From an optimization exercise on the open Yosys and OpenROAD flow, aimed at small area; shortcuts taken in it are not production practice.
In this exercise RTL edits were held to simulation tests only and were not proved equivalent to the original.
Power is estimated from default activity; no workload was simulated.

==> flow/flow/run.sh <==
#!/bin/bash
# Own flow: the standard layout (standard.sh: all ORFS steps, the platform's power grid and
# tap cells, port buffers), with two changes:
#  - synthesis maps the logic with the area-oriented ABC script flow/abc_area2.script instead of
#    ORFS's abc_area.script. Everything else in synthesis (front end, -nofsm -noshare, flip-flop
#    mapping, flatten, renames) is synth_recipe.tcl's, so the registers are the standard synthesis's;
#  - clock tree synthesis runs without dummy loads and with the clustering in flow/cts.mk, and
#    the port buffers (one on every input and output, as standard) are buf_1 cells (flow/cts.mk).
# Each tool's output is in own_flow.log and in ORFS's logs under orfs/logs.
set -euo pipefail
W=$(pwd)
F=$W/flow
# copy of ORFS synth.tcl whose abc call uses our script
sed 's|^  log_cmd abc {\*}\$abc_args|  set abc_args [lreplace $abc_args 1 1 $::env(OWN_ABC_SCRIPT)]\n  log_cmd abc {*}$abc_args|' \
  "$FLOW_HOME/scripts/synth.tcl" > "$W/own_synth_core.tcl"
grep -q OWN_ABC_SCRIPT "$W/own_synth_core.tcl"
# synth_recipe.tcl, sourcing that copy
sed "s|^source \$::env(SCRIPTS_DIR)/synth.tcl|source $W/own_synth_core.tcl|" synth_recipe.tcl > "$W/own_synth.tcl"
grep -q own_synth_core.tcl "$W/own_synth.tcl"
# The standard flow's config.mk plus our clock tree settings
{ echo "include $W/config.mk"; cat "$F/cts.mk"; } > "$W/own_config.mk"
# standard.sh with that synthesis script and config
sed -E -e "s|SYNTH_SCRIPT=[^ ]+|SYNTH_SCRIPT=$W/own_synth.tcl|" -e "s|DESIGN_CONFIG=[^ ]+|DESIGN_CONFIG=$W/own_config.mk|" \
  standard.sh > "$W/own_standard.sh"
grep -q own_synth.tcl "$W/own_standard.sh"
grep -q own_config.mk "$W/own_standard.sh"
export OWN_ABC_SCRIPT=$F/abc_area2.script
bash "$W/own_standard.sh" > "$W/own_flow.log" 2>&1
==> flow/config.mk <==
export PLATFORM = sky130hd
export DESIGN_NAME = alarmclock
export DESIGN_NICKNAME = alarmclock
export VERILOG_FILES = /design/flow/design.v
export SDC_FILE = /design/flow/constraint.sdc
export NUM_CORES = 4
export LEC_CHECK = 0
export ABC_AREA = 1
export CAP_MARGIN = 20
export CORE_MARGIN = 2
export CORE_UTILIZATION = 70
export SLEW_MARGIN = 20
==> flow/flow/abc_area2.script <==
strash
scorr
dc2
&get -n
&deepsyn -T 60
&put
dch -f
amap -m
topo
==> flow/design.v <==
module keyunit (
	input      clk   ,
	input      rstn  ,
	input      key   ,       
	output reg shape         
	);
	reg [6:0] t20ms;
	reg       t    ;
	reg [1:0] cm   ;
	wire done = t20ms[0] && t20ms[1] && t20ms[2] && !t20ms[3] && !t20ms[4] && !t20ms[5] && !t20ms[6];
	always@(posedge clk or negedge rstn)     
		if(!rstn) t <= 1'b1;
		else t <= key;
	always@(posedge clk or negedge rstn)
		if(!rstn) begin
			shape <= 0;
			t20ms <= 0;
			cm    <= 0;
		end else begin
			shape <= cm == 2'd3 && done;
			t20ms <= (cm[0] && !done) ? {t20ms[5:0], ~^{t20ms[0], t20ms[6]}} : 7'd0;
			case (cm)
				2'd0: if (t && !key) cm <= 2'd1;
				2'd1: if (done) cm <= 2'd2;
				2'd2: if (!t && key) cm <= 2'd3;
				2'd3: if (done) cm <= 2'd0;
			endcase
		end
endmodule
module clock (clk,set,reset,Less_in,Middle_in,Big_in,Sec,Min,Hour,sign_out,Less_uart,Middle_uart,Big_uart,uart_sign,flag);
input set,reset,Less_in,Middle_in,Big_in,clk,uart_sign,flag;
output reg sign_out;
output reg [6:0]Sec;
output reg [6:0] Min;
output reg [6:0] Hour;
input [6:0]Less_uart,Middle_uart,Big_uart;
always@ (posedge clk , negedge reset)
begin
if (!reset)
begin
Sec <= 7'd58;
Min <= 7'd58;
Hour <= 7'd23;
sign_out <= 1'b0;
end
else if (flag && !set)
begin
if(Sec == 59 && Min != 59 && Hour <=23)  
begin
Min <= Min + 1'b1;
Sec <= 0;
end
else if (Hour == 23 && Min == 59 && Sec == 59 )  
begin
Hour <= 0;
Min <= 0;
Sec <= 0;
sign_out <= 1'b1;
end
else if (Hour < 23 && Min == 59 && Sec == 59 )  
begin
Hour <= Hour + 1'b1;
Min <= 0;
Sec <= 0;
end
else  
begin
Sec <= Sec + 1'b1;
sign_out <= 1'b0;
end
end
else if(set && !uart_sign)
begin
if(Less_in && !Middle_in && !Big_in)
Sec <= (Sec == 59) ? 7'd0 : Sec + 1'b1;
else if(!Less_in && Middle_in && !Big_in)
Min <= (Min == 59) ? 7'd0 : Min + 1'b1;
else if(!Less_in && !Middle_in && Big_in)
Hour <= (Hour == 23) ? 7'd0 : Hour + 1'b1;
end
else if (set && uart_sign)
begin
Sec <= Less_uart;
Min <= Middle_uart;
Hour <= Big_uart;
end
end
endmodule
module claendar (clk,Less,Middle,Big,Day,Month,Year,sign_in,reset,set,Less_uart,Middle_uart,Big_uart,uart_sign);
input clk,Less,Middle,Big,sign_in,reset,set,uart_sign;
input [6:0]Less_uart,Middle_uart,Big_uart;
output reg [6:0]Year;
output reg [6:0]Day;
output reg [6:0]Month;
reg x;
reg flag;
reg v, f, l;
always@ (posedge clk,negedge reset)
begin
if (!reset)
begin
x <= 1'b0;
flag <= 1'b0;
end
else
begin
flag <= sign_in;
x <= sign_in ? !flag : x;
end
end
always@ (posedge clk,negedge reset)
begin
if (!reset) begin v <= 1'b1; f <= 1'b0; l <= 1'b1; end
else
case (Month)
7'd1, 7'd3, 7'd5, 7'd7, 7'd8, 7'd10, 7'd12 : begin v <= 1'b1; f <= 1'b0; l <= 1'b1; end
7'd4, 7'd6, 7'd9, 7'd11 : begin v <= 1'b1; f <= 1'b0; l <= 1'b0; end
7'd2 : begin v <= 1'b1; f <= 1'b1; l <= (Year[1:0] == 2'b00); end
default begin v <= 1'b0; f <= 1'b0; l <= 1'b0; end
endcase
end
wire last = v && Day >= {2'b00, 5'd28} + {f ? 2'd0 : 2'd2} + l;
always@(posedge clk,negedge reset)
begin
if (!reset)
begin
Year <= 7'd24;
Day <= 7'd3;
Month <= 7'd3;
end
else if (set && !uart_sign)
begin
if (Less && !Middle && !Big)
Day <= last ? 7'd1 : Day + 1'b1;
else if (!Less && Middle && !Big)
Month <= (Month >= 12) ? 7'd1 : Month + 1'b1;
else if (!Less && !Middle && Big)
Year <= Year + 1'b1;
end
else if (set && uart_sign)
begin
Day <= Less_uart;
Month <= Middle_uart;
Year <= Big_uart;
end
else if (x)
begin
if (last)
begin
Day <= 7'd1;
Month <= Month + 1'b1;
end
else if (Month > 12)
begin
Year <= Year + 1'b1;
Month <= 7'd1;
end
else Day <= Day + 1'b1;
end
end
endmodule
module alarm (clk,set,reset,Sec,Min,Hour,Less_in,Big_in,Middle_in,stop,Sec_in,Min_in,Hour_in,music_out,Less_uart,Middle_uart,Big_uart,uart_sign);
input [6:0]Sec_in,Min_in,Hour_in;
input uart_sign;
input set,reset,Less_in,Big_in,Middle_in,clk,stop;
input [6:0] Less_uart,Middle_uart,Big_uart;
output reg [6:0]Sec;
output reg [6:0]Min;
output reg [6:0]Hour;
output reg music_out;
always@ (posedge clk,negedge reset)
begin
if(!reset)
begin
Sec <= 7'd0;
Min <= 7'd59;
Hour <= 7'd23;
end
else if (set && !uart_sign)
begin
if (Less_in && !Middle_in && !Big_in)
Sec <= (Sec >= 59) ? 7'd0 : Sec + 1'b1;
else if (!Less_in && Middle_in && !Big_in)
Min <= (Min >= 59) ? 7'd0 : Min + 1'b1;
else if (!Less_in && !Middle_in && Big_in)
Hour <= (Hour >= 23) ? 7'd0 : Hour + 1'b1;
end
else if (set && uart_sign)
begin
Sec <= Less_uart;
Min <= Middle_uart;
Hour <= Big_uart;
end
end
always@(posedge clk , negedge reset)
begin
if (!reset) music_out <= 1'b0;
else if (!stop) music_out <= 1'b0;
else if (Sec == Sec_in && Min == Min_in && Hour == Hour_in) music_out <= 1'b1;
end
endmodule
module baoshi (clk,reset,S_in,M_in,buzz,set_time,clk_1,clk_2);
input [6:0] S_in,M_in;
input set_time;
input clk,reset;
input clk_1,clk_2;    
output reg buzz;
always@ (posedge clk,negedge reset)
	begin
	if (!reset) buzz <= 1'b0;
	else if(set_time == 0)
	begin
		if (M_in == 59 && (S_in == 50 || S_in == 52 || S_in == 54 || S_in == 56 || S_in == 58)) buzz <= clk_2;
		else if (S_in == 0 && M_in == 0) buzz <= clk_1;
	end
	end
endmodule
module choosedisplay (clk,clock,calendar,set_time,set_clock,set_calendar,cal,ala,reset);
input clk,clock,calendar,set_time,set_clock,set_calendar,reset;
output reg cal, ala;    
reg [13:0] x;           
reg flag;
wire done = !x[0] && !x[1] && x[3] && !x[4] && !x[5] && x[6] && x[7] && x[8] && !x[9] && !x[10] && x[11] && x[12] && !x[13];  
always@ (posedge clk,negedge reset)
begin
if (!reset)
begin
flag <= 1'b0;
x <= 14'd0;
cal <= 1'b0;
ala <= 1'b0;
end
else
begin
x <= (flag && !done) ? {x[12:0], ~^{x[0], x[1], x[9], x[13]}} : 14'd0;
if (flag)
begin
if (done) flag <= 1'b0;
end
else if (!calendar) begin cal <= 1'b1; ala <= 1'b0; flag <= 1'b1; end
else if (!clock) begin cal <= 1'b0; ala <= 1'b1; flag <= 1'b1; end
else if (set_time) begin cal <= 1'b0; ala <= 1'b0; end
else if (set_calendar) begin cal <= 1'b1; ala <= 1'b0; end
else if (set_clock) begin cal <= 1'b0; ala <= 1'b1; end
else begin cal <= 1'b0; ala <= 1'b0; end
end
end
endmodule
module choosesend (
input [6:0]Less,
input [6:0]Middle,
input [6:0]Big,
output [6:0]Less_o,
output [6:0]Middle_o,
output [6:0]Big_o
);
assign Less_o = Less;
assign Middle_o = Middle;
assign Big_o = Big;
endmodule
  module timebase (
    input  clk,
    input  reset,
    output ev_sec,      
    output ev_rx,       
    output ev_tx,       
    output ev_q,        
    output ev_x24,      
    output scan,        
    output [10:0] tone, 
    output bs_long,     
    output bs_short     
  );
    reg started;
    reg [1:0] c4;
    reg [1:0] c3a;
  reg [1:0] c3b;
  reg [2:0] c5a;
  reg [2:0] c5b;
  reg [2:0] c7;
  reg [3:0] c13;
  reg [4:0] c17;
  reg [4:0] c23;
  reg [4:0] c31;
  reg [5:0] c37;
  reg [7:0] c229;
  reg [10:0] c1667;
  reg t42, t37, t35, t31, t28, t25, t23, t21, t18, t17, t15, t63, t51;
    wire m3  = (c3a[1]);
    wire m9  = m3 && (c3b[1]);
    wire m5  = (c5a[0] && !c5a[1]);
    wire m25 = m5 && (c5b[0] && !c5b[1]);
    wire m7  = (!c7[0] && !c7[1] && c7[2]);
    wire m17 = (c17[0] && c17[1] && c17[2] && !c17[3]);
    wire m23 = (c23[0] && c23[1] && !c23[2] && !c23[3]);
    wire m31 = (!c31[0] && !c31[1] && !c31[2] && !c31[3] && c31[4]);
    wire m37 = (!c37[1] && !c37[2] && !c37[3] && !c37[4]);
    always @(posedge clk, negedge reset)
      if (!reset) begin
        started <= 1'b0;
        c4 <= 2'd0;
        c3a <= 2'd0;
      c3b <= 2'd0;
      c5a <= 3'd3;
      c5b <= 3'd3;
      c7 <= 3'd0;
      c13 <= 4'd4;
      c17 <= 5'd15;
      c23 <= 5'd6;
      c31 <= 5'd0;
      c37 <= 6'd2;
      c229 <= 8'd197;
      c1667 <= 11'd1784;
      t42 <= 0; t37 <= 0; t35 <= 0; t31 <= 0; t28 <= 0; t25 <= 0; t23 <= 0;
        t21 <= 0; t18 <= 0; t17 <= 0; t15 <= 0; t63 <= 0; t51 <= 0;
      end else begin
        started <= 1'b1;
        c4 <= c4 + 1'b1;
        c3a <= {c3a[0:0], ~^{c3a[0], c3a[1]}};
      if (m3) c3b <= {c3b[0:0], ~^{c3b[0], c3b[1]}};
      c5a <= {c5a[1:0], ~^{c5a[0], c5a[2]} ^ (c5a[0] && !c5a[1])};
      if (m5) c5b <= {c5b[1:0], ~^{c5b[0], c5b[2]} ^ (c5b[0] && !c5b[1])};
      c7 <= {c7[1:0], ~^{c7[0], c7[2]}};
      c13 <= {c13[2:0], ~^{c13[0], c13[3]} ^ (!c13[0] && c13[1] && !c13[2])};
      c17 <= {c17[3:0], ~^{c17[0], c17[4]} ^ (c17[0] && c17[1] && c17[2] && !c17[3])};
      c23 <= {c23[3:0], ~^{c23[1], c23[4]} ^ (c23[0] && c23[1] && !c23[2] && !c23[3])};
      c31 <= {c31[3:0], ~^{c31[1], c31[4]}};
      c37 <= {c37[4:0], ~^{c37[0], c37[5]} ^ (!c37[1] && !c37[2] && !c37[3] && !c37[4])};
      c229 <= {c229[6:0], ~^{c229[0], c229[1], c229[6], c229[7]} ^ (!c229[0] && c229[1] && !c229[2] && !c229[3] && !c229[4] && c229[5] && c229[6])};
      c1667 <= {c1667[9:0], ~^{c1667[1], c1667[10]} ^ (!c1667[0] && !c1667[1] && c1667[2] && c1667[3] && c1667[4] && c1667[5] && c1667[6] && !c1667[7] && c1667[8])};
      t42 <= t42 ^ (c4[0] && m3 && m7);
        t37 <= t37 ^ m37;
        t35 <= t35 ^ (m5 && m7);
        t31 <= t31 ^ m31;
        t28 <= t28 ^ (c4 == 2'd3 && m7);
        t25 <= t25 ^ m25;
        t23 <= t23 ^ m23;
        t21 <= t21 ^ (m3 && m7);
        t18 <= t18 ^ (c4[0] && m9);
        t17 <= t17 ^ m17;
        t15 <= t15 ^ (m3 && m5);
        t63 <= t63 ^ (m9 && m7);
        t51 <= t51 ^ (m3 && m17);
      end
    assign ev_sec = started && (!c3a[0] && !c3a[1]) && (!c1667[0] && !c1667[2] && c1667[3] && c1667[4] && c1667[5] && c1667[6] && c1667[7] && !c1667[8] && c1667[9]);
    assign ev_rx  = started && !c4[0] && (!c13[1] && c13[2] && !c13[3]);
    assign ev_tx  = started && c4 == 2'd0 && (!c13[1] && c13[2] && !c13[3]);
    assign ev_q   = started && c4 == 2'd0 && (!c3a[0] && !c3a[1]) && (!c229[1] && c229[2] && !c229[3] && !c229[4] && !c229[5] && c229[6] && c229[7]);
    assign ev_x24 = m25;
    assign scan = t25;
    assign tone = {t15, t17, t18, t21, t23, t25, t28, t31, t35, t37, t42};
    assign bs_long = t63;
    assign bs_short = t51;
  endmodule
module dec2 (input [6:0] v, output [3:0] q, output [3:0] r);
  wire       q3 = v >= 7'd80;
  wire [6:0] v1 = q3 ? v - 7'd80 : v;
  wire       q2 = v1 >= 7'd40;
  wire [5:0] v2 = q2 ? v1 - 7'd40 : v1;
  wire       q1 = v2 >= 6'd20;
  wire [4:0] v3 = q1 ? v2 - 6'd20 : v2;
  wire       q0 = v3 >= 5'd10;
  wire [3:0] v4 = q0 ? v3 - 5'd10 : v3;
  assign q = {q3, q2, q1, q0};
  assign r = v4;
endmodule
module display (clk,reset,
  Sec,Min,Hour,aSec,aMin,aHour,Day,Month,Year,cal,ala,
  ev_x24,scan,DIG,Digitron_Out,stop);
input clk,reset,stop;
input [6:0] Sec,Min,Hour,aSec,aMin,aHour,Day,Month,Year;
input cal, ala;
input ev_x24, scan;
output [5:0]DIG;
output reg [7:0]Digitron_Out;
reg [3:0] count;
reg [3:0] P;
reg L60;
reg [2:0] js;
wire [2:0] js_n = (ev_x24 && !scan) ? {js[1:0], !js[2]} : js;
function [5:0] digsel(input [2:0] s);
  digsel = {s[0] && !s[1], s[1] && !s[2], s[2] && s[0], s[1] && !s[0], s[2] && !s[1], !s[2] && !s[0]};
endfunction
assign DIG = ~digsel(js);
wire [5:0] DIG_n = ~digsel(js_n);
wire [6:0] Ls = cal ? Day   : ala ? aSec  : Sec;
wire [6:0] Ms = cal ? Month : ala ? aMin  : Min;
wire [6:0] Bs = cal ? Year  : ala ? aHour : Hour;
wire [6:0] v = (!DIG_n[0] || !DIG_n[1]) ? Ls : (!DIG_n[2] || !DIG_n[3]) ? Ms : Bs;
wire hi = !DIG_n[1] || !DIG_n[3] || !DIG_n[5];
wire [3:0] q, r;
dec2 conv (.v(v), .q(q), .r(r));
wire cond = !L60 && !(!stop && ala);
wire dp = !DIG[2] || !DIG[4];
always@ (posedge clk,negedge reset)
begin
if (!reset)
begin
js <= 3'b000;
P <= 4'd0;
L60 <= 1'b0;
count <= 4'd0;
Digitron_Out <= 8'b00000000;
end
else
begin
js <= js_n;
P <= hi ? q : r;
L60 <= Ls == 7'd60;
if (cond)
begin
count <= P;
case (count)
4'd0 : Digitron_Out <= {dp, 7'b0111111};
4'd1 : Digitron_Out <= {dp, 7'b0000110};
4'd2 : Digitron_Out <= {dp, 7'b1011011};
4'd3 : Digitron_Out <= {dp, 7'b1001111};
4'd4 : Digitron_Out <= {dp, 7'b1100110};
4'd5 : Digitron_Out <= {dp, 7'b1101101};
4'd6 : Digitron_Out <= {dp, 7'b1111101};
4'd7 : Digitron_Out <= {dp, 7'b0000111};
4'd8 : Digitron_Out <= {dp, 7'b1111111};
4'd9 : Digitron_Out <= {dp, 7'b1101111};
default;
endcase
end
else Digitron_Out <= 8'b01000000;  
end
end
endmodule
module music (
  input key,
  input clk,
  input reset,
  input quarter,
  input [10:0] tone,
  output reg beep
);
  reg [6:0] flag;
  always@ (posedge clk,negedge reset)
    if (!reset) flag <= 7'd97;
    else if (quarter) flag <= (flag == 7'd0 || !key) ? 7'd97 : flag - 1'b1;
  always@ (posedge clk,negedge reset)
    if (!reset) beep <= 1'b0;
    else if (key)
      case (flag)
      7'd0: beep <= tone[8];
      7'd1: beep <= tone[8];
      7'd2: beep <= tone[8];
      7'd3: beep <= tone[8];
      7'd4: beep <= tone[8];
      7'd5: beep <= tone[8];
      7'd6: beep <= tone[6];
      7'd7: beep <= tone[7];
      7'd8: beep <= tone[7];
      7'd9: beep <= tone[3];
      7'd10: beep <= tone[3];
      7'd11: beep <= tone[4];
      7'd12: beep <= tone[4];
      7'd13: beep <= tone[7];
      7'd14: beep <= tone[5];
      7'd15: beep <= tone[6];
      7'd16: beep <= tone[6];
      7'd17: beep <= tone[6];
      7'd18: beep <= tone[6];
      7'd19: beep <= tone[6];
      7'd20: beep <= tone[6];
      7'd21: beep <= tone[5];
      7'd22: beep <= tone[4];
      7'd23: beep <= tone[3];
      7'd24: beep <= tone[3];
      7'd25: beep <= tone[3];
      7'd26: beep <= tone[3];
      7'd27: beep <= tone[3];
      7'd28: beep <= tone[3];
      7'd29: beep <= tone[2];
      7'd30: beep <= tone[1];
      7'd31: beep <= tone[1];
      7'd32: beep <= tone[2];
      7'd33: beep <= tone[0];
      7'd34: beep <= tone[6];
      7'd35: beep <= tone[6];
      7'd36: beep <= tone[7];
      7'd37: beep <= tone[7];
      7'd38: beep <= tone[6];
      7'd39: beep <= tone[6];
      7'd40: beep <= tone[6];
      7'd41: beep <= tone[10];
      7'd42: beep <= tone[9];
      7'd43: beep <= tone[8];
      7'd44: beep <= tone[6];
      7'd45: beep <= tone[6];
      7'd46: beep <= tone[6];
      7'd47: beep <= tone[6];
      7'd48: beep <= tone[5];
      7'd49: beep <= tone[10];
      7'd50: beep <= tone[7];
      7'd51: beep <= tone[7];
      7'd52: beep <= tone[7];
      7'd53: beep <= tone[7];
      7'd54: beep <= tone[7];
      7'd55: beep <= tone[7];
      7'd56: beep <= tone[9];
      7'd57: beep <= tone[8];
      7'd58: beep <= tone[8];
      7'd59: beep <= tone[8];
      7'd60: beep <= tone[8];
      7'd61: beep <= tone[6];
      7'd62: beep <= tone[3];
      7'd63: beep <= tone[1];
      7'd64: beep <= tone[8];
      7'd65: beep <= tone[8];
      7'd66: beep <= tone[8];
      7'd67: beep <= tone[8];
      7'd68: beep <= tone[7];
      7'd69: beep <= tone[7];
      7'd70: beep <= tone[6];
      7'd71: beep <= tone[6];
      7'd72: beep <= tone[6];
      7'd73: beep <= tone[10];
      7'd74: beep <= tone[9];
      7'd75: beep <= tone[8];
      7'd76: beep <= tone[6];
      7'd77: beep <= tone[6];
      7'd78: beep <= tone[6];
      7'd79: beep <= tone[6];
      7'd80: beep <= tone[5];
      7'd81: beep <= tone[10];
      7'd82: beep <= tone[7];
      7'd83: beep <= tone[7];
      7'd84: beep <= 1'b0;
      7'd85: beep <= tone[7];
      7'd86: beep <= tone[7];
      7'd87: beep <= tone[7];
      7'd88: beep <= tone[7];
      7'd89: beep <= tone[9];
      7'd90: beep <= tone[8];
      7'd91: beep <= tone[8];
      7'd92: beep <= tone[8];
      7'd93: beep <= tone[8];
      7'd94: beep <= tone[6];
      7'd95: beep <= tone[3];
      7'd96: beep <= tone[1];
      default;
      endcase
endmodule
module receive (
input uart,
input clk,
input reset,
input clk_2,           
output reg [6:0]Less,
output reg [6:0]Middle,
output reg [6:0]Big
);
reg uart_d;
reg flag;
reg [2:0] ch;
reg [4:0] s;
reg [6:0] acc, preB, preM;
wire take = s[0] && !s[3] && !s[4];       
wire s19 = s[4] && s[1] && s[0];
wire s8 = s[3] && !s[2] && !s[1] && !s[0];
wire s16 = s[4] && !s[1] && !s[0];
wire idle = ch == 3'd0 && s == 5'd0;
wire first = !ch[0] && s[2:1] == 2'd0;     
reg [6:0] add;
always @* case ({ch[0], s[2:1]})
  3'b000: add = 7'd10;
  3'b001: add = 7'd20;
  3'b010: add = 7'd40;
  3'b011: add = 7'd80;
  3'b100: add = 7'd1;
  3'b101: add = 7'd2;
  3'b110: add = 7'd4;
  default: add = 7'd8;
endcase
always@ (posedge clk,negedge reset)
begin
if (!reset)
begin
uart_d <= 1'b1;
flag <= 1'b0;
ch <= 3'd0;
s <= 5'd0;
acc <= 7'd0;
preB <= 7'd0;
preM <= 7'd0;
Big <= 7'd0;
Middle <= 7'd0;
Less <= 7'd0;
end
else if (clk_2)
begin
uart_d <= uart;
flag <= uart_d && !uart;
if (idle) s <= {4'd0, flag};
else if (s19) begin s <= 5'd0; ch <= (ch == 3'd5) ? 3'd0 : ch + 1'b1; end
else s <= s + 1'b1;
if (take) acc <= (first ? 7'd0 : acc) + (uart ? add : 7'd0);
if (s8 && ch == 3'd1) preB <= acc;
if (s8 && ch == 3'd3) preM <= acc;
if (ch == 3'd5 && s16)  
begin
Big <= preB;
Middle <= preM;
Less <= acc;
end
end
end
endmodule
module send (
input clk,
input reset,
input clk_2,              
input [6:0]Sec,
input [6:0]Min,
input [6:0]Hour,
input [6:0]Day,
input [6:0]Month,
input [6:0]Year,
output reg uart
);
reg half;
reg [4:0] c;
reg [3:0] b;
reg flag;    
reg nb;      
reg [6:0] val;
reg isdig, hi;
reg [7:0] ch;
always @* begin
  isdig = 1'b1; hi = 1'b0; val = Min; ch = 8'h00;
  case (c)
    5'd16: begin isdig = 1'b0; ch = 8'h32; end
    5'd15: begin isdig = 1'b0; ch = 8'h30; end
    5'd14: begin val = Year; hi = 1'b1; end
    5'd13: begin val = Year; end
    5'd12: begin isdig = 1'b0; ch = 8'h2d; end
    5'd11: begin val = Month; hi = 1'b1; end
    5'd10: begin val = Month; end
    5'd9:  begin isdig = 1'b0; ch = 8'h2d; end
    5'd8:  begin val = Day; hi = 1'b1; end
    5'd7:  begin val = Day; end
    5'd6:  begin isdig = 1'b0; ch = 8'h20; end
    5'd5:  begin val = Hour; hi = 1'b1; end
    5'd4:  begin val = Hour; end
    5'd3:  begin isdig = 1'b0; ch = 8'h3a; end
    5'd2:  begin val = Min; hi = 1'b1; end
    5'd1:  begin val = Min; end
    default: begin isdig = 1'b0; ch = 8'h0d; end
  endcase
end
wire [3:0] q, r;
dec2 conv (.v(val), .q(q), .r(r));
wire [7:0] chr = isdig ? {4'h3, hi ? q : r} : ch;
wire fbit = (b == 4'd9) ? 1'b0 : (b == 4'd0) ? 1'b1 : chr[4'd8 - b];
wire y0 = !half && c == 5'd0 && b == 4'd0;
wire show = !half || (c == 5'd0 && b == 4'd0);    
always@(posedge clk,negedge reset)
begin
if (!reset)
begin
half <= 1'b1; c <= 5'd16; b <= 4'd9;
flag <= 1'b0;
nb <= 1'b0;
uart <= 1'b1;
end
else
begin
nb <= fbit;
if (clk_2)
begin
uart <= (Sec != 7'd0 && !y0 && show) ? nb : 1'b1;
if (Sec == 7'd0) flag <= 1'b0;
else if (y0)
begin
half <= 1'b1; c <= 5'd16; b <= 4'd9;
flag <= 1'b1;
end
else if (!flag)
begin
if (b != 4'd0) b <= b - 1'b1;
else
begin
b <= 4'd9;
if (c != 5'd0) c <= c - 1'b1;
else begin c <= 5'd16; half <= 1'b0; end
end
end
end
end
end
endmodule
module alarmclock (clk,set_time,set_clock,set_calendar,reset,Less_in,Middle_in,Big_in,DIG,Digitron_Out,buzz,stop,clock,calendar,uart,uart_sign,uart_out);
input clk,reset,Less_in,Middle_in,Big_in,stop,uart,uart_sign;
input set_time,set_clock,set_calendar;
input clock,calendar;
output wire uart_out;
output [5:0]DIG;
output [7:0]Digitron_Out;
output buzz;
wire [6:0] Sec,Min,Hour,aSec,aMin,aHour,Day,Month,Year;
wire [6:0] Less_uart,Middle_uart,Big_uart,Less_r,Middle_r,Big_r;
wire sign_out;
wire pressa,pressb,pressc;
wire music_out;
wire beep1,beep2;
wire cal, ala;
wire ev_sec, ev_rx, ev_tx, ev_q, ev_x24, scan, bs_long, bs_short;
wire [10:0] tone;
timebase TB (.clk(clk), .reset(reset), .ev_sec(ev_sec), .ev_rx(ev_rx), .ev_tx(ev_tx), .ev_q(ev_q),
  .ev_x24(ev_x24), .scan(scan), .tone(tone), .bs_long(bs_long), .bs_short(bs_short));
clock U1 (clk,set_time,reset,pressa,pressb,pressc,Sec,Min,Hour,sign_out,Less_uart,Middle_uart,Big_uart,uart_sign,ev_sec);
display U2 (.clk(clk), .reset(reset), .Sec(Sec), .Min(Min), .Hour(Hour), .aSec(aSec), .aMin(aMin), .aHour(aHour),
  .Day(Day), .Month(Month), .Year(Year), .cal(cal), .ala(ala), .ev_x24(ev_x24), .scan(scan),
  .DIG(DIG), .Digitron_Out(Digitron_Out), .stop(stop));
keyunit U3 (clk,reset,Less_in,pressa);
keyunit U10 (clk,reset,Middle_in,pressb);
keyunit U11 (clk,reset,Big_in,pressc);
baoshi U4 (clk,reset,Sec,Min,beep1,set_time,bs_long,bs_short);
claendar U5 (clk,pressa,pressb,pressc,Day,Month,Year,sign_out,reset,set_calendar,Less_uart,Middle_uart,Big_uart,uart_sign);
alarm U7 (clk,set_clock,reset,aSec,aMin,aHour,pressa,pressc,pressb,stop,Sec,Min,Hour,music_out,Less_uart,Middle_uart,Big_uart,uart_sign);
music U6 (.key(music_out), .clk(clk), .reset(reset), .quarter(ev_q), .tone(tone), .beep(beep2));
choosedisplay U9 (clk,clock,calendar,set_time,set_clock,set_calendar,cal,ala,reset);
receive U12 (.uart(uart), .clk(clk), .reset(reset), .clk_2(ev_rx), .Less(Less_r), .Middle(Middle_r), .Big(Big_r));
choosesend U13 (Less_r,Middle_r,Big_r,Less_uart,Middle_uart,Big_uart);
send U14 (.clk(clk), .reset(reset), .clk_2(ev_tx), .Sec(Sec), .Min(Min), .Hour(Hour), .Day(Day), .Month(Month), .Year(Year), .uart(uart_out));
assign buzz = music_out ? beep2 : beep1;
endmodule
==> flow/standard.sh <==
#!/bin/bash
# synth_recipe.tcl (not shown) runs the flow's synth.tcl, then flattens the netlist and writes it again
# the make line also repeats each setting of config.mk as NAME=value (left out here)
make -C /OpenROAD-flow-scripts/flow DESIGN_CONFIG=/design/flow/config.mk WORK_HOME=/design/flow/orfs CLKGATE_MAP_FILE= SYNTH_SCRIPT=/design/flow/synth_recipe.tcl "${@:-finish}"
==> flow/constraint.sdc <==
create_clock -name core_clock -period 10.0 [get_ports {clk}]
set_input_delay 2.0000 -clock core_clock [delete_from_list [all_inputs] [get_ports {clk}]]
set_output_delay 2.0000 -clock core_clock [all_outputs]
set_load 0.01 [all_outputs]
==> flow/flow/cts.mk <==
export CTS_ARGS = -sink_clustering_enable -repair_clock_nets -dont_use_dummy_load -buf_list sky130_fd_sc_hd__clkbuf_8 -sink_clustering_size 14 -sink_clustering_max_diameter 50
export BUFFER_PORTS_ARGS = -inputs -outputs -buffer_cell sky130_fd_sc_hd__buf_1
==> results of run 1 <==
-- area by class of cell --
cell class                 instances  share of cell area [%]
timing repair buffer              36                    1.16
clock buffer                      29                    2.55
tap                              275                    2.20
inverter                         276                    6.61
multi-input combinational       1095                    41.1
sequential                       287                    46.4
-- synthesized netlist by cell type (2+ instances only) --
cell type,count
clkinv_1,276
nor2_1,251
dfrtp_1,223
nand2_1,119
o22ai_1,99
o21ai_0,97
a21oi_1,91
ha_1,69
dfstp_2,64
nor3_1,56
nor2b_1,47
nand3_1,27
o221ai_1,24
o32ai_1,19
a222oi_1,15
a22oi_1,15
nor4_1,14
o21a_1,14
a31oi_1,13
a221oi_1,12
or3_1,10
nand4_1,9
a211oi_1,8
or2_0,8
a2111oi_0,7
a311oi_1,5
a41oi_1,5
o22a_1,5
o311ai_0,5
o32a_1,5
a31o_1,4
and3_1,4
o2111ai_1,4
o31ai_1,4
a21o_1,3
o211ai_1,3
or4_1,3
a21boi_0,2
a22o_1,2
a32oi_1,2
nand3b_1,2
nor3b_1,2
xor2_1,2
-- metal layers --
metal  part of all wire [%]  track usage (%)
met4                    5.0             15.9
met3                    8.6             6.33
met1                     40             48.1
met5                      0                0
met2                     46             56.0
-- worst min path at each step --
stage | from | end | cells past startpoint
detailed placement | TB.c1667[3] | TB.c1667[4] | 0
floorplan | TB.c7[1] | TB.c7[2] | 0
finish | TB.c17[1] | TB.c17[2] | 0
global route | TB.c17[1] | TB.c17[2] | 0
CTS | TB.c17[1] | TB.c17[2] | 0
global placement | TB.c7[1] | TB.c7[2] | 0
-- power breakdown --
group	total [mW]	leakage [nW]	internal (mW)	switching, mW
sequential	1.39	3.53	1.28	0.112
combinational	0.524	2.53	0.188	0.337
clock	0.630	0.209	0.257	0.373
-- state kept, by name, summed over array words and instances, names as in the netlist, 8 cells and up --
name	count
U2.Digitron_Out	8
U9.x	14
TB.c229	8
TB.c1667	11
-- stage by stage --
step,area [sq um],worst slack (ns),power (mW),hold WS (ns)
after floorplan,14700,3.81,1.73,0.346
after global placement,15300,3.17,1.88,0.351
after detailed placement,15300,2.54,1.91,0.358
after CTS,15700,2.45,2.53,0.353
after global routing,15700,1.49,2.66,0.361
final,15700,2.49,2.54,0.359
-- cell usage in the layout (no fill, tap or decap), drive strengths merged, types with 4 or more instances in the layout --
master	synthesis	final
dfrtp	223	223
a211oi	8	8
a21oi	91	91
o2111ai	4	4
o21a	14	14
a221oi	12	12
o31ai	4	4
a41oi	5	5
dfstp	64	64
nor2	251	251
o32ai	19	19
a22oi	15	15
nor4	14	14
nor3	56	56
and3	4	4
buf	0	35
a31oi	13	13
a222oi	15	15
nand2	119	119
o311ai	5	5
ha	69	69
nor2b	47	47
a311oi	5	5
o32a	5	5
or3	10	10
clkbuf	0	30
o22a	5	5
a31o	4	4
o22ai	99	99
nand3	27	27
or2	8	8
o221ai	24	24
o21ai	97	97
nand4	9	9
a2111oi	7	7
clkinv	276	276
-- cell families (layout without fill, tap and decap cells) --
| family | Yosys count | in the layout |
|---|---|---|
| and+or+nand+nor | 554 | 554 |
| other | 1 | 1 |
| buffers and inverters | 276 | 341 |
| AOI/OAI and AO/OA | 466 | 466 |
| xor gates and xnor gates | 3 | 3 |
| DFF | 287 | 287 |
| muxes | 1 | 1 |
| adders and majority gates | 70 | 70 |
-- critical path: cells and delay by family (launching register included) --
| kind | cells | cell delay (ns) |
|---|---|---|
| and+or+nand+nor | 6 | 1.40 |
| buffers and inverters | 8 | 1.20 |
| adders and majority gates | 4 | 0.91 |
| AOI/OAI and AO/OA | 14 | 3.26 |
| DFF | 1 | 0.54 |
==> results.sh, run 1 <==
export IMPL_status="complete, no violations"
export IMPL_grt_max_degree=189
export IMPL_drive_above_1_share_pct=5.98
export IMPL_critical_path_startpoint_type="flip-flop"
export IMPL_r2r_start="TB.c5a[0]"
export IMPL_grt_antenna_before_repair=0
export IMPL_cts_tree="yes"
export IMPL_avgSynthCellArea_sq_um=8.89
export IMPL_htreeDepth=1
export IMPL_reg2regPathDepth=32
export IMPL_fin_crit_sh_pct=75.1
export IMPL_cts_root_buffer="clkbuf_8"
export IMPL_synth_nets=1741
export IMPL_worstSkewPairLatency_ns=0.59
export IMPL_hpwl_microns=28300
export IMPL_synthCells=1658
export IMPL_ant_nets=0
export IMPL_synthFlopType="dfrtp_1"
export IMPL_drt_pass1_iterations=9
export IMPL_cp_data_required_time_ns=10.38
export IMPL_yosysTopAreaCell="dfrtp_1"
export IMPL_cpMaxStageDelayCell="a2111oi_1"
export IMPL_synthMuxAreaShare_pct=0.0764
export IMPL_rsz0062_at_grt="false"
export IMPL_row_count=53
export IMPL_fill_cells=1494
export IMPL_clock_skew_ns=0.0633
export IMPL_synth_compound_area_share_pct=20.8
export IMPL_routabilityCongestion=1.03
export IMPL_cap_violations=0
export IMPL_cts_max_path_buffers=3
export IMPL_synth_edff_count=0
export IMPL_vias_per_cell=6.47
export IMPL_synthAdderAreaFrac_pct=6.00
export IMPL_r2r_end="U2.P[1]"
export IMPL_synth_xor_area_share_pct=0.178
export IMPL_synth_seq_area_share_pct=49.3
export IMPL_route_detailed_wl_per_inst_microns=19.4
export IMPL_ys_warn_count=11
export IMPL_crit_top_cell="clkinv_1"
export IMPL_setup_tns_ns=0
export IMPL_period_needed_ns=7.51
export IMPL_path_max_fanout=8
export IMPL_hp_class="reg -> reg"
export IMPL_max_freq_mhz=133
export IMPL_multi_input_area_sq_mm=0.00644
export IMPL_die_area_sq_mm=0.0222
export IMPL_cp_arrival_ns=7.89
export IMPL_start_util_pct=70.7
export IMPL_instances_no_fill=1998
export IMPL_hold_viol=0
export IMPL_synth_top_cell_area_share_pct=37.9
export IMPL_setup_viol=0
export IMPL_synthSimpleGateAreaFrac_pct=16.6
export IMPL_fp_dieW_microns=149
export IMPL_drcViolationCount=0
export IMPL_grt_overflow=0
export IMPL_seq_area_sq_mm=0.00726
export IMPL_port_buffers=28
export IMPL_fin_util_pct=75.2
export IMPL_dr_total_vias=12900
export IMPL_crit_start="TB.c5a[0]"
export IMPL_ys_types=52
export IMPL_path_clk_slew_ns=0.09
export IMPL_cts_setup_buffers=0
export IMPL_maxSlewHeadroom_pct=30.4
export IMPL_die_height_microns=149
export IMPL_final_nets=1808
export IMPL_ys_ff_latch=287
export IMPL_area_growth_pct=6.32
export IMPL_synth_top_family_by_area="compound AO/OA/AOI/OAI gates"
export IMPL_wirelength_microns=38800
export IMPL_hold_buffers=0
export IMPL_core_area_sq_mm=0.0208
export IMPL_ir_drop_mv=0.174
export IMPL_p_leak_nw=6.26
export IMPL_synth_area_leaders="dfrtp_1 38%, dfstp_2 11%, clkinv_1 7.0%, nor2_1 6.4%, ha_1 5.9%"
export IMPL_tightest_slew_ns=1.04
export IMPL_cts_resized_gates=0
export IMPL_grt_pass1_wl_microns=62200
export IMPL_async_reset_ff_share_pct=100
export IMPL_critical_path_class="reg -> reg"
export IMPL_drt_iter0_markers=1239
export IMPL_cts_num_sinks=287
export IMPL_power_density_mw_per_mm2=162
export IMPL_regToRegSetupSlack_ns=2.49
export IMPL_netlist_area_sq_mm=0.0147
export IMPL_ioPinCount=29
export IMPL_grt_total_usage_pct=35.3
export IMPL_cts_buffers_inserted=29
export IMPL_drv_slew=0
export IMPL_crit_path_end_kind="flip-flop"
export IMPL_grt_pass1_vias=12300
export IMPL_endpoint="U2.P[1]"
export IMPL_insertedDiodeCount=0
export IMPL_place_inst=1969
export IMPL_max_stage_delay_ns=0.62
==> run 2: changes to the inputs <==
==> flow/flow/run.sh (replaced) <==
#!/bin/bash
# Own flow: the standard layout (standard.sh: all ORFS steps, the platform's power grid and
# tap cells, a buffer on every port), with these changes:
#  - synthesis maps the logic with the area-oriented ABC script flow/abc_area2.script instead of
#    ORFS's abc_area.script, and leaves adders to ABC (no half/full adder cell mapping first).
#    Everything else in synthesis (front end, -nofsm -noshare, flip-flop mapping, flatten,
#    renames) is synth_recipe.tcl's, so the registers are the standard synthesis's;
#  - clock tree synthesis runs without dummy loads and with the clustering in flow/own.mk;
#  - the port buffers are buf_1 cells (flow/own.mk).
# Each tool's output is in own_flow.log and in ORFS's logs under orfs/logs.
set -euo pipefail
W=$(pwd)
F=$W/flow
# copy of ORFS synth.tcl whose abc call uses our script
sed 's|^  log_cmd abc {\*}\$abc_args|  set abc_args [lreplace $abc_args 1 1 $::env(OWN_ABC_SCRIPT)]\n  log_cmd abc {*}$abc_args|' \
  "$FLOW_HOME/scripts/synth.tcl" > "$W/own_synth_core.tcl"
grep -q OWN_ABC_SCRIPT "$W/own_synth_core.tcl"
# synth_recipe.tcl, sourcing that copy
sed "s|^source \$::env(SCRIPTS_DIR)/synth.tcl|source $W/own_synth_core.tcl|" synth_recipe.tcl > "$W/own_synth.tcl"
grep -q own_synth_core.tcl "$W/own_synth.tcl"
# The standard flow's config.mk plus our settings
{ echo "include $W/config.mk"; cat "$F/own.mk"; } > "$W/own_config.mk"
# standard.sh with that synthesis script and config
sed -E -e "s|SYNTH_SCRIPT=[^ ]+|SYNTH_SCRIPT=$W/own_synth.tcl|" -e "s|DESIGN_CONFIG=[^ ]+|DESIGN_CONFIG=$W/own_config.mk|" \
  standard.sh > "$W/own_standard.sh"
grep -q own_synth.tcl "$W/own_standard.sh"
grep -q own_config.mk "$W/own_standard.sh"
export OWN_ABC_SCRIPT=$F/abc_area2.script
bash "$W/own_standard.sh" > "$W/own_flow.log" 2>&1
==> flow/flow/own.mk (new file) <==
# clock tree: no dummy loads, clkbuf_8 buffers, clusters of at most 14 sinks within 50 um
export CTS_ARGS = -sink_clustering_enable -repair_clock_nets -dont_use_dummy_load -buf_list sky130_fd_sc_hd__clkbuf_8 -sink_clustering_size 14 -sink_clustering_max_diameter 50
# one buffer on every input and output port, as standard, but a buf_1
export BUFFER_PORTS_ARGS = -inputs -outputs -buffer_cell sky130_fd_sc_hd__buf_1
# adders are left to ABC instead of being mapped to half/full adder cells first
export ADDER_MAP_FILE =
removed: flow/flow/cts.mk
==> run 2 against run 1 <==
  * Cell count down 9.0%
  * Critical path depth down 8
  * Total power down 10%
  * Sequential power down 4%
  * Sequential share of layout area up 4.4 points
  * Area after synthesis down 8.7%
  * Combinational power down 36%
  * Still clean on timing, DRC and antenna
  * Largest power group unchanged
  * Design area down 8.7%
  * Count of clock-buffer cells in the layout down 1
  * First-iteration DRC count down 2.0%
  * Clock skew up 0.013 ns
  * Routed wire length down 11%
==> results.sh, run 2 <==
export IMPL_status="complete, no violations"
export IMPL_cp_arrival_ns=6.12
export IMPL_place_inst=1790
export IMPL_rsz0062_at_grt="false"
export IMPL_synth_most_common_cell="nor2_1"
export IMPL_port_buffers=28
export IMPL_ys_ff_latch=287
export IMPL_largest_register_ffs=14
export IMPL_path_max_fanout=7
export IMPL_grt_overflow=0
export IMPL_area_growth_pct=6.34
export IMPL_cts_root_buffer="clkbuf_8"
export IMPL_cts_num_sinks=287
export IMPL_dr_total_vias=11700
export IMPL_period_needed_ns=5.65
export IMPL_synth_area_leaders="dfrtp_1 42%, dfstp_2 13%, nor2_1 8.4%, clkinv_1 7.1%, a21oi_1 3.6%"
export IMPL_clock_skew_ns=0.0765
export IMPL_ant_nets=0
export IMPL_async_reset_ff_share_pct=100
export IMPL_cts_max_path_buffers=3
export IMPL_cap_violations=0
export IMPL_cts_tree="yes"
export IMPL_synth_seq_area_share_pct=54.0
export IMPL_setup_viol=0
export IMPL_avgSynthCellArea_sq_um=8.84
export IMPL_netlist_top_cells_count="300 x nor2_1, 253 x clkinv_1, 223 x dfrtp_1"
export IMPL_core_area_sq_mm=0.0188
export IMPL_yosysTopAreaCell="dfrtp_1"
export IMPL_synthCells=1521
export IMPL_critical_path_startpoint_type="flip-flop"
export IMPL_fill_cells=1312
export IMPL_grt_max_degree=162
export IMPL_htreeDepth=1
export IMPL_row_count=50
export IMPL_cts_resized_gates=0
export IMPL_synth_top_cell_area_share_pct=41.5
export IMPL_maxSlewHeadroom_pct=34.4
export IMPL_start_util_pct=71.6
export IMPL_max_freq_mhz=177
export IMPL_netlist_area_sq_mm=0.0134
export IMPL_wirelength_microns=34300
export IMPL_regToRegSetupSlack_ns=4.35
export IMPL_drcViolationCount=0
export IMPL_layout_common_cells="300 x nor2_1, 253 x clkinv_1, 223 x dfrtp_1, 108 x nand2_1, 96 x a21oi_1"
export IMPL_cts_buffers_inserted=28
export IMPL_power_density_mw_per_mm2=160
export IMPL_hold_viol=0
export IMPL_crit_path_end_kind="flip-flop"
export IMPL_final_nets=1599
export IMPL_grt_pass1_wl_microns=55300
export IMPL_synth_nets=1534
export IMPL_worstSkewPairLatency_ns=0.60
export IMPL_grt_antenna_before_repair=0
export IMPL_ir_drop_mv=0.123
export IMPL_drv_slew=0
export IMPL_grt_total_usage_pct=34.4
export IMPL_cp_data_required_time_ns=10.47
export IMPL_holdWs_ns=0.358
export IMPL_drive_above_1_share_pct=6.31
export IMPL_path_clk_slew_ns=0.09
export IMPL_synth_edff_count=0
export IMPL_die_area_sq_mm=0.0203
export IMPL_fin_crit_sh_pct=56.5
export IMPL_ioPinCount=29
export IMPL_cts_setup_buffers=0
export IMPL_critical_path_class="reg -> reg"
export IMPL_grt_pass1_vias=11100
export IMPL_die_height_microns=143
export IMPL_fin_util_pct=76.2
export IMPL_insertedDiodeCount=0
export IMPL_reg_largest_list="U9.x x14, TB.c1667 x11"
export IMPL_drt_iter0_markers=1214
export IMPL_layout_commonest_cell="nor2_1"
export IMPL_regMostFlops="U9.x"
export IMPL_drt_pass1_iterations=10
export IMPL_hpwl_microns=25800
export IMPL_vias_per_cell=6.44
export IMPL_ys_types=56
export IMPL_hold_buffers=0
export IMPL_ys_warn_count=11
export IMPL_routabilityCongestion=1.04
export IMPL_instances_no_fill=1818
export IMPL_setup_tns_ns=0
export IMPL_route_detailed_wl_per_inst_microns=18.9
export IMPL_p_leak_nw=5.72
export IMPL_hp_class="reg -> reg"
export IMPL_fp_dieW_microns=143
export IMPL_synthFlopType="dfrtp_1"
export IMPL_tightest_slew_ns=0.985
run 2: changes by cell type in the layout (fill, tap and decap cells not counted), sizes merged, moves of 11 or more:
cell    previous run  this run
ha                69         0
nor2             251       300
o22ai             99        65
nor2b             47        22
nor3              56        31
clkinv           276       253
o21ai             97        76
o32ai             19        36
a31oi             13        29
nand2            119       108
run 2: metal layers:
metal | vias to the layer above | part of all wire (%) | wire [microns] | track usage [%]
met5 | - | 0 | 0 | 0
met4 | 0 | 4.3 | 1480 | 13.7
met3 | 131 | 9.3 | 3200 | 7.97
met2 | 577 | 45 | 15500 | 53.8
met1 | 5519 | 41 | 14100 | 47.3
li1 | 5481 | - | - | -
run 2: kinds of logic (layout without fill, tap and decap cells):
kind of cell    count (synthesis)  after routing  share of synthesized area (%)
compound gates                425            425                           20.8
xor+xnor                        2              2                          0.130
buf+inv                       253            316                           7.06
flops                         287            287                           54.0
other cells                     1              1                         0.0279
simple gates                  553            553                           17.9
run 2: report_power, final:
part / switching, mW / total, mW / internal (mW)
sequential: 0.0876 / 1.34 / 1.25
clock: 0.363 / 0.611 / 0.248
combinational: 0.220 / 0.337 / 0.117
run 2: layout make-up:
cell class	count	area, sq um	share of cell area [%]
clock buffers	28	385	2.70
inverters	253	950	6.64
multi-input cells	981	5230	36.6
flip-flops and latches	287	7260	50.8
well taps	234	293	2.05
repair buffers	35	174	1.22
run 2: path summary, 6_finish.rpt:
| check | to | depth (start not counted) | startpoint |
|---|---|---|---|
| max in group asynchronous | U9.ala | 2 | reset |
| worst max register to register | U2.P[2] | 24 | TB.c5a[0] |
| worst max-delay path | U2.P[2] | 24 | TB.c5a[0] |
| worst min register to register | TB.c5a[1] | 0 | TB.c5a[0] |
| worst min-delay path | TB.c5a[1] | 0 | TB.c5a[0] |
| min in group asynchronous | U5.Day[2] | 1 | reset |
run 2: critical path, cell delays in order, from the launching register on:
cell and delay (ns):
dfstp_2 0.54, nor2b_1 0.18, clkinv_1 0.18, nor3_1 0.25, nand2_1 0.16, o22ai_1 0.32, clkinv_1 0.26, nor2_1 0.39
nand2_1 0.14, o32a_1 0.18, o21ai_0 0.45, nor2_1 0.20, nor2_1 0.19, clkinv_1 0.11, o21ai_0 0.27, nand2_1 0.15
clkinv_1 0.13, nand2_1 0.06, a31o_1 0.23, a221oi_1 0.38, a211oi_1 0.19, o21a_1 0.18, a31oi_1 0.20, a31oi_1 0.11
o22ai_1 0.11
run 2: through the flow:
stage | power [mW] | worst slack, ns | cell area, sq um
6_report | 2.29 | 4.35 | 14300
5_1_grt | 2.38 | 3.68 | 14300
4_1_cts | 2.28 | 4.48 | 14300
3_5_place_dp | 1.68 | 4.52 | 13900
3_3_place_gp | 1.67 | 4.88 | 13900
2_1_floorplan | 1.55 | 5.35 | 13400
==> run 3: changes to the inputs <==
--- a/flow/design.v
+++ b/flow/design.v
@@ -6,8 +6,10 @@
 	);
 	reg [6:0] t20ms;
 	reg       t    ;
-	reg [1:0] cm   ;
-	wire done = t20ms[0] && t20ms[1] && t20ms[2] && !t20ms[3] && !t20ms[4] && !t20ms[5] && !t20ms[6];
+	reg       rel  ;
+	wire busy  = |t20ms;
+	wire done  = !t20ms[0] && t20ms[1] && t20ms[2] && t20ms[3] && !t20ms[4] && !t20ms[5] && !t20ms[6];
+	wire start = rel ? (!t && key) : (t && !key);    
 	always@(posedge clk or negedge rstn)     
 		if(!rstn) t <= 1'b1;
 		else t <= key;
@@ -15,16 +17,11 @@
 		if(!rstn) begin
 			shape <= 0;
 			t20ms <= 0;
-			cm    <= 0;
+			rel   <= 0;
 		end else begin
-			shape <= cm == 2'd3 && done;
-			t20ms <= (cm[0] && !done) ? {t20ms[5:0], ~^{t20ms[0], t20ms[6]}} : 7'd0;
-			case (cm)
-				2'd0: if (t && !key) cm <= 2'd1;
-				2'd1: if (done) cm <= 2'd2;
-				2'd2: if (!t && key) cm <= 2'd3;
-				2'd3: if (done) cm <= 2'd0;
-			endcase
+			shape <= rel && done;
+			t20ms <= ((busy || start) && !done) ? {t20ms[5:0], ~^{t20ms[0], t20ms[6]}} : 7'd0;
+			if (done) rel <= !rel;
 		end
 endmodule
 module clock (clk,set,reset,Less_in,Middle_in,Big_in,Sec,Min,Hour,sign_out,Less_uart,Middle_uart,Big_uart,uart_sign,flag);
@@ -372,7 +369,7 @@
 input cal, ala;
 input ev_x24, scan;
 output [5:0]DIG;
-output reg [7:0]Digitron_Out;
+output [7:0]Digitron_Out;
 reg [3:0] count;
 reg [3:0] P;
 reg L60;
@@ -392,6 +389,24 @@
 dec2 conv (.v(v), .q(q), .r(r));
 wire cond = !L60 && !(!stop && ala);
 wire dp = !DIG[2] || !DIG[4];
+reg [3:0] sc;
+reg sdp;
+reg [6:0] seg;
+always @* case (sc)
+4'd0 : seg = 7'b0111111;
+4'd1 : seg = 7'b0000110;
+4'd2 : seg = 7'b1011011;
+4'd3 : seg = 7'b1001111;
+4'd4 : seg = 7'b1100110;
+4'd5 : seg = 7'b1101101;
+4'd6 : seg = 7'b1111101;
+4'd7 : seg = 7'b0000111;
+4'd8 : seg = 7'b1111111;
+4'd9 : seg = 7'b1101111;
+4'd15: seg = 7'b1000000;
+default: seg = 7'b0000000;
+endcase
+assign Digitron_Out = {sdp, seg};
 always@ (posedge clk,negedge reset)
 begin
 if (!reset)
@@ -400,7 +415,8 @@
 P <= 4'd0;
 L60 <= 1'b0;
 count <= 4'd0;
-Digitron_Out <= 8'b00000000;
+sc <= 4'd14;
+sdp <= 1'b0;
 end
 else
 begin
@@ -410,21 +426,9 @@
 if (cond)
 begin
 count <= P;
-case (count)
-4'd0 : Digitron_Out <= {dp, 7'b0111111};
-4'd1 : Digitron_Out <= {dp, 7'b0000110};
-4'd2 : Digitron_Out <= {dp, 7'b1011011};
-4'd3 : Digitron_Out <= {dp, 7'b1001111};
-4'd4 : Digitron_Out <= {dp, 7'b1100110};
-4'd5 : Digitron_Out <= {dp, 7'b1101101};
-4'd6 : Digitron_Out <= {dp, 7'b1111101};
-4'd7 : Digitron_Out <= {dp, 7'b0000111};
-4'd8 : Digitron_Out <= {dp, 7'b1111111};
-4'd9 : Digitron_Out <= {dp, 7'b1101111};
-default;
-endcase
+if (count <= 4'd9) begin sc <= count; sdp <= dp; end    
 end
-else Digitron_Out <= 8'b01000000;  
+else begin sc <= 4'd15; sdp <= 1'b0; end  
 end
 end
 endmodule
==> run 3 against run 2 <==
  * Clock skew about the same
  * Highest routed layer unchanged
  * Flip-flop and latch count down 6
  * Cell count decreased by 2.2%
  * Still clean on timing, DRC and antenna
  * First-iteration DRC count rose by 8.3%
  * Non-clock buffer count decreased by 3
  * Global-route usage grew 2.2 points
  * Sequential share of layout area about the same
  * Critical path type unchanged
==> results.sh, run 3 <==
export IMPL_status="complete, no violations"
export IMPL_synth_seq_area_share_pct=53.8
export IMPL_ioPinCount=29
export IMPL_async_reset_ff_share_pct=100
export IMPL_largest_register_ffs=14
export IMPL_routabilityCongestion=1.05
export IMPL_row_count=50
export IMPL_netlist_area_sq_mm=0.0132
export IMPL_drv_slew=0
export IMPL_grt_antenna_before_repair=0
export IMPL_clock_skew_ns=0.0765
export IMPL_final_area_sq_mm=0.0140
export IMPL_ys_ff_latch=281
export IMPL_power_mw=2.30
export IMPL_setup_tns_ns=0
export IMPL_grt_pass1_wl_microns=57900
export IMPL_rsz0062_at_grt="false"
export IMPL_insertedDiodeCount=0
export IMPL_ant_nets=0
export IMPL_use_met2_pct=59.6
export IMPL_drt_iter0_markers=1315
export IMPL_drcViolationCount=0
export IMPL_htreeDepth=1
export IMPL_crit_family="compound AO/OA/AOI/OAI gates"
export IMPL_synthCells=1495
export IMPL_cpMaxStageDelayCell="dfstp_2"
export IMPL_setup_viol=0
export IMPL_synth_top_cell_area_share_pct=40.5
export IMPL_hold_viol=0
export IMPL_cap_violations=0
export IMPL_seqPwrFrac_pct=58.7
export IMPL_path_clk_slew_ns=0.09
export IMPL_netlist_top_cells_count="289 x nor2_1, 246 x clkinv_1, 214 x dfrtp_1"
export IMPL_ys_types=52
export IMPL_synth_most_common_cell="nor2_1"
export IMPL_layout_commonest_cell="nor2_1"
export IMPL_p_comb_share_pct=15.0
export IMPL_avgSynthCellArea_sq_um=8.84
export IMPL_drt_pass1_iterations=10
export IMPL_hold_buffers=0
export IMPL_cts_tree="yes"
export IMPL_max_stage_delay_ns=0.56
export IMPL_vias_per_cell=6.63
export IMPL_grt_total_usage_pct=36.7
export IMPL_regMostFlops="U9.x"
export IMPL_port_buffers=28
export IMPL_layout_common_cells="289 x nor2_1, 246 x clkinv_1, 214 x dfrtp_1, 105 x nand2_1, 89 x a21oi_1"
export IMPL_ir_drop_mv=0.175
export IMPL_clkPwrFrac_pct=26.4
export IMPL_route_detailed_wl_per_inst_microns=20.5
export IMPL_synth_nets=1508
export IMPL_cp_data_required_time_ns=10.46
export IMPL_grt_busiest_layer="met2"
export IMPL_dr_total_vias=11800
export IMPL_grt_pass1_vias=11200
export IMPL_swShare_pct=30.2
export IMPL_reg2regPathDepth=20
export IMPL_grt_max_degree=185
export IMPL_p_switching_mw=0.694
export IMPL_cp_arrival_ns=5.31
export IMPL_seq_area_sq_mm=0.00712
export IMPL_path_max_fanout=8
export IMPL_power_density_mw_per_mm2=164
export IMPL_tightest_slew_ns=1.00
export IMPL_cts_buffers_inserted=27
export IMPL_cts_resized_gates=0
export IMPL_cts_setup_buffers=0
export IMPL_core_area_sq_mm=0.0186
export IMPL_hp_class="reg -> reg"
export IMPL_synth_edff_count=0
export IMPL_fill_cells=1309
export IMPL_path_buf_inv=6
export IMPL_p_leak_nw=5.56
export IMPL_intPower_mw=1.60
export IMPL_use_met3_pct=5.77
export IMPL_fin_crit_sh_pct=48.5
export IMPL_cts_num_sinks=281
export IMPL_hold_path_depth=0
export IMPL_reg_largest_list="U9.x x14, TB.c1667 x11, TB.c229 x8"
export IMPL_period_needed_ns=4.85
export IMPL_critical_path_class="reg -> reg"
export IMPL_drive_above_1_share_pct=6.54
export IMPL_die_area_sq_mm=0.0200
export IMPL_place_area_sq_mm=0.0136
export IMPL_die_height_microns=141
export IMPL_cp_depth=20
export IMPL_max_freq_mhz=206
export IMPL_multi_input_area_sq_mm=0.00515
export IMPL_yosysTopAreaCell="dfrtp_1"
export IMPL_critical_path_startpoint_type="flip-flop"
export IMPL_grt_overflow=0
export IMPL_area_growth_pct=5.94
export IMPL_start_util_pct=70.9
export IMPL_use_met1_pct=50.5
export IMPL_synth_area_leaders="dfrtp_1 41%, dfstp_2 13%, nor2_1 8.2%, clkinv_1 7.0%, a21oi_1 3.4%"
export IMPL_synthFlopType="dfrtp_1"
export IMPL_crit_top_cell="clkinv_1"
export IMPL_path_cells="nor2b_1, clkinv_1, nor3_1, nand2_1, o22ai_1, clkinv_1, nor2_1, clkinv_1, nand2_1, o22a_1, o221ai_1, nor4_1, clkinv_1, nor2_1, clkinv_1, o22ai_1, clkinv_1, o22ai_1, o21ai_0, o32ai_1"
export IMPL_cts_max_path_buffers=3
export IMPL_ys_warn_count=11
export IMPL_wirelength_microns=36400
export IMPL_cts_root_buffer="clkbuf_8"
export IMPL_hpwl_microns=26800
export IMPL_final_nets=1559
export IMPL_worstSkewPairLatency_ns=0.61
export IMPL_maxSlewHeadroom_pct=32.8
export IMPL_fp_dieW_microns=141
export IMPL_crit_path_end_kind="flip-flop"
-- run 3: cell types whose count changed after synthesis, moves of 6 or more --
cell      previous run  this run
a21oi_1             96        89
a222oi_1             9        20
a31oi_1             29        15
buf_1                0         9
clkinv_1           253       246
dfrtp_1            223       214
nand3_1             20        14
nor2_1             300       289
nor3_1              31        44
nor4_1              11        24
o21ai_0             76        84
or3_1               12         4
-- run 3: worst reg2reg max path, delay by kind of cell, from the launching register on --
kind	cells	cell delay [ns]
buf+inv	6	0.96
compound gates	7	1.63
simple gates	7	1.59
flops	1	0.56
-- run 3: layout make-up --
type / count / area share [%]
sequential: 281 / 50.8
multi-input combinational: 958 / 36.8
inverter: 246 / 6.59
clock buffer: 27 / 2.65
timing repair buffer: 32 / 1.08
tap: 234 / 2.09
-- run 3: cell families (layout without fill, tap and decap cells) --
group | count (synthesis) | count (layout) | synth area share [%]
AOI/OAI and AO/OA | 416 | 416 | 21.0
buffers and inverters | 256 | 305 | 7.30
DFF | 281 | 281 | 53.8
other | 1 | 1 | 0.0284
and+or+nand+nor | 541 | 541 | 17.8
-- run 3: power by group through the flow --
| stage | clock network, mW | registers [mW] | logic (mW) |
|---|---|---|---|
| detailed placement | 0 | 1.36 | 0.329 |
| floorplan | 0 | 1.32 | 0.232 |
| global placement | 0 | 1.36 | 0.316 |
| CTS | 0.600 | 1.34 | 0.331 |
| global route | 0.641 | 1.36 | 0.374 |
| finish | 0.605 | 1.35 | 0.344 |
-- run 3: stage by stage --
step	setup WS, ns	hold WS, ns	cells	util [%]
2_1_floorplan	5.66	0.345	1495	-
3_3_place_gp	4.97	0.348	1751	73.1
3_5_place_dp	4.93	0.354	1751	73.1
4_1_cts	5.26	0.342	1778	75.1
5_1_grt	4.56	0.361	1778	75.1
6_report	5.15	0.321	1778	75.1
-- run 3: path summary, 6_finish.rpt --
| path | from | to | slack [ns] |
|---|---|---|---|
| max in group asynchronous | reset | U1.Sec[6] | 7.32 |
| hold reg to reg | TB.c17[2] | TB.c17[3] | 0.32 |
| setup / recovery | TB.c5a[0] | U2.P[3] | 5.15 |
| setup reg to reg | TB.c5a[0] | U2.P[3] | 5.15 |
| hold / removal | TB.c17[2] | TB.c17[3] | 0.32 |
| min in group asynchronous | reset | TB.t18 | 1.42 |
-- run 3: layer usage --
metal	wire length, microns	share of wire [%]
met5	0	0
met2	16900	46
met1	14700	40
met3	3260	8.9
met4	1590	4.4

-- what the ideal ports hide --
No port has a modelled driver above. Below, the same layouts with a new extraction and two added sets of constraints. Step 1, drivers: a clkbuf_16 drives clk and a buf_2 each remaining input, both assumed. Step 2 adds t to the input delays and takes it off the output delays; t is the mean of the earliest and latest rising clock arrival at the registers after step 1. Input paths then give back, and output paths get back, about the clock's delay inside the block. Slacks: no drivers / after step 1 / after step 2; pairs: no drivers / after step 1.
| run | t (ns) | setup slack, ns | worst register clock-pin slew, ns |
|---|---|---|---|
| run 1 | 0.607 | 2.487 / 2.487 / 2.487 | 0.09 / 0.09 |
| run 2 | 0.607 | 4.352 / 4.352 / 4.352 | 0.09 / 0.09 |
| run 3 | 0.605 | 5.151 / 5.151 / 4.799 | 0.09 / 0.09 |
After both steps every run listed still meets setup and hold. For run 3, which loses most, drivers alone change the setup slack by 0.000 ns; drivers and shift together by -0.352 ns.
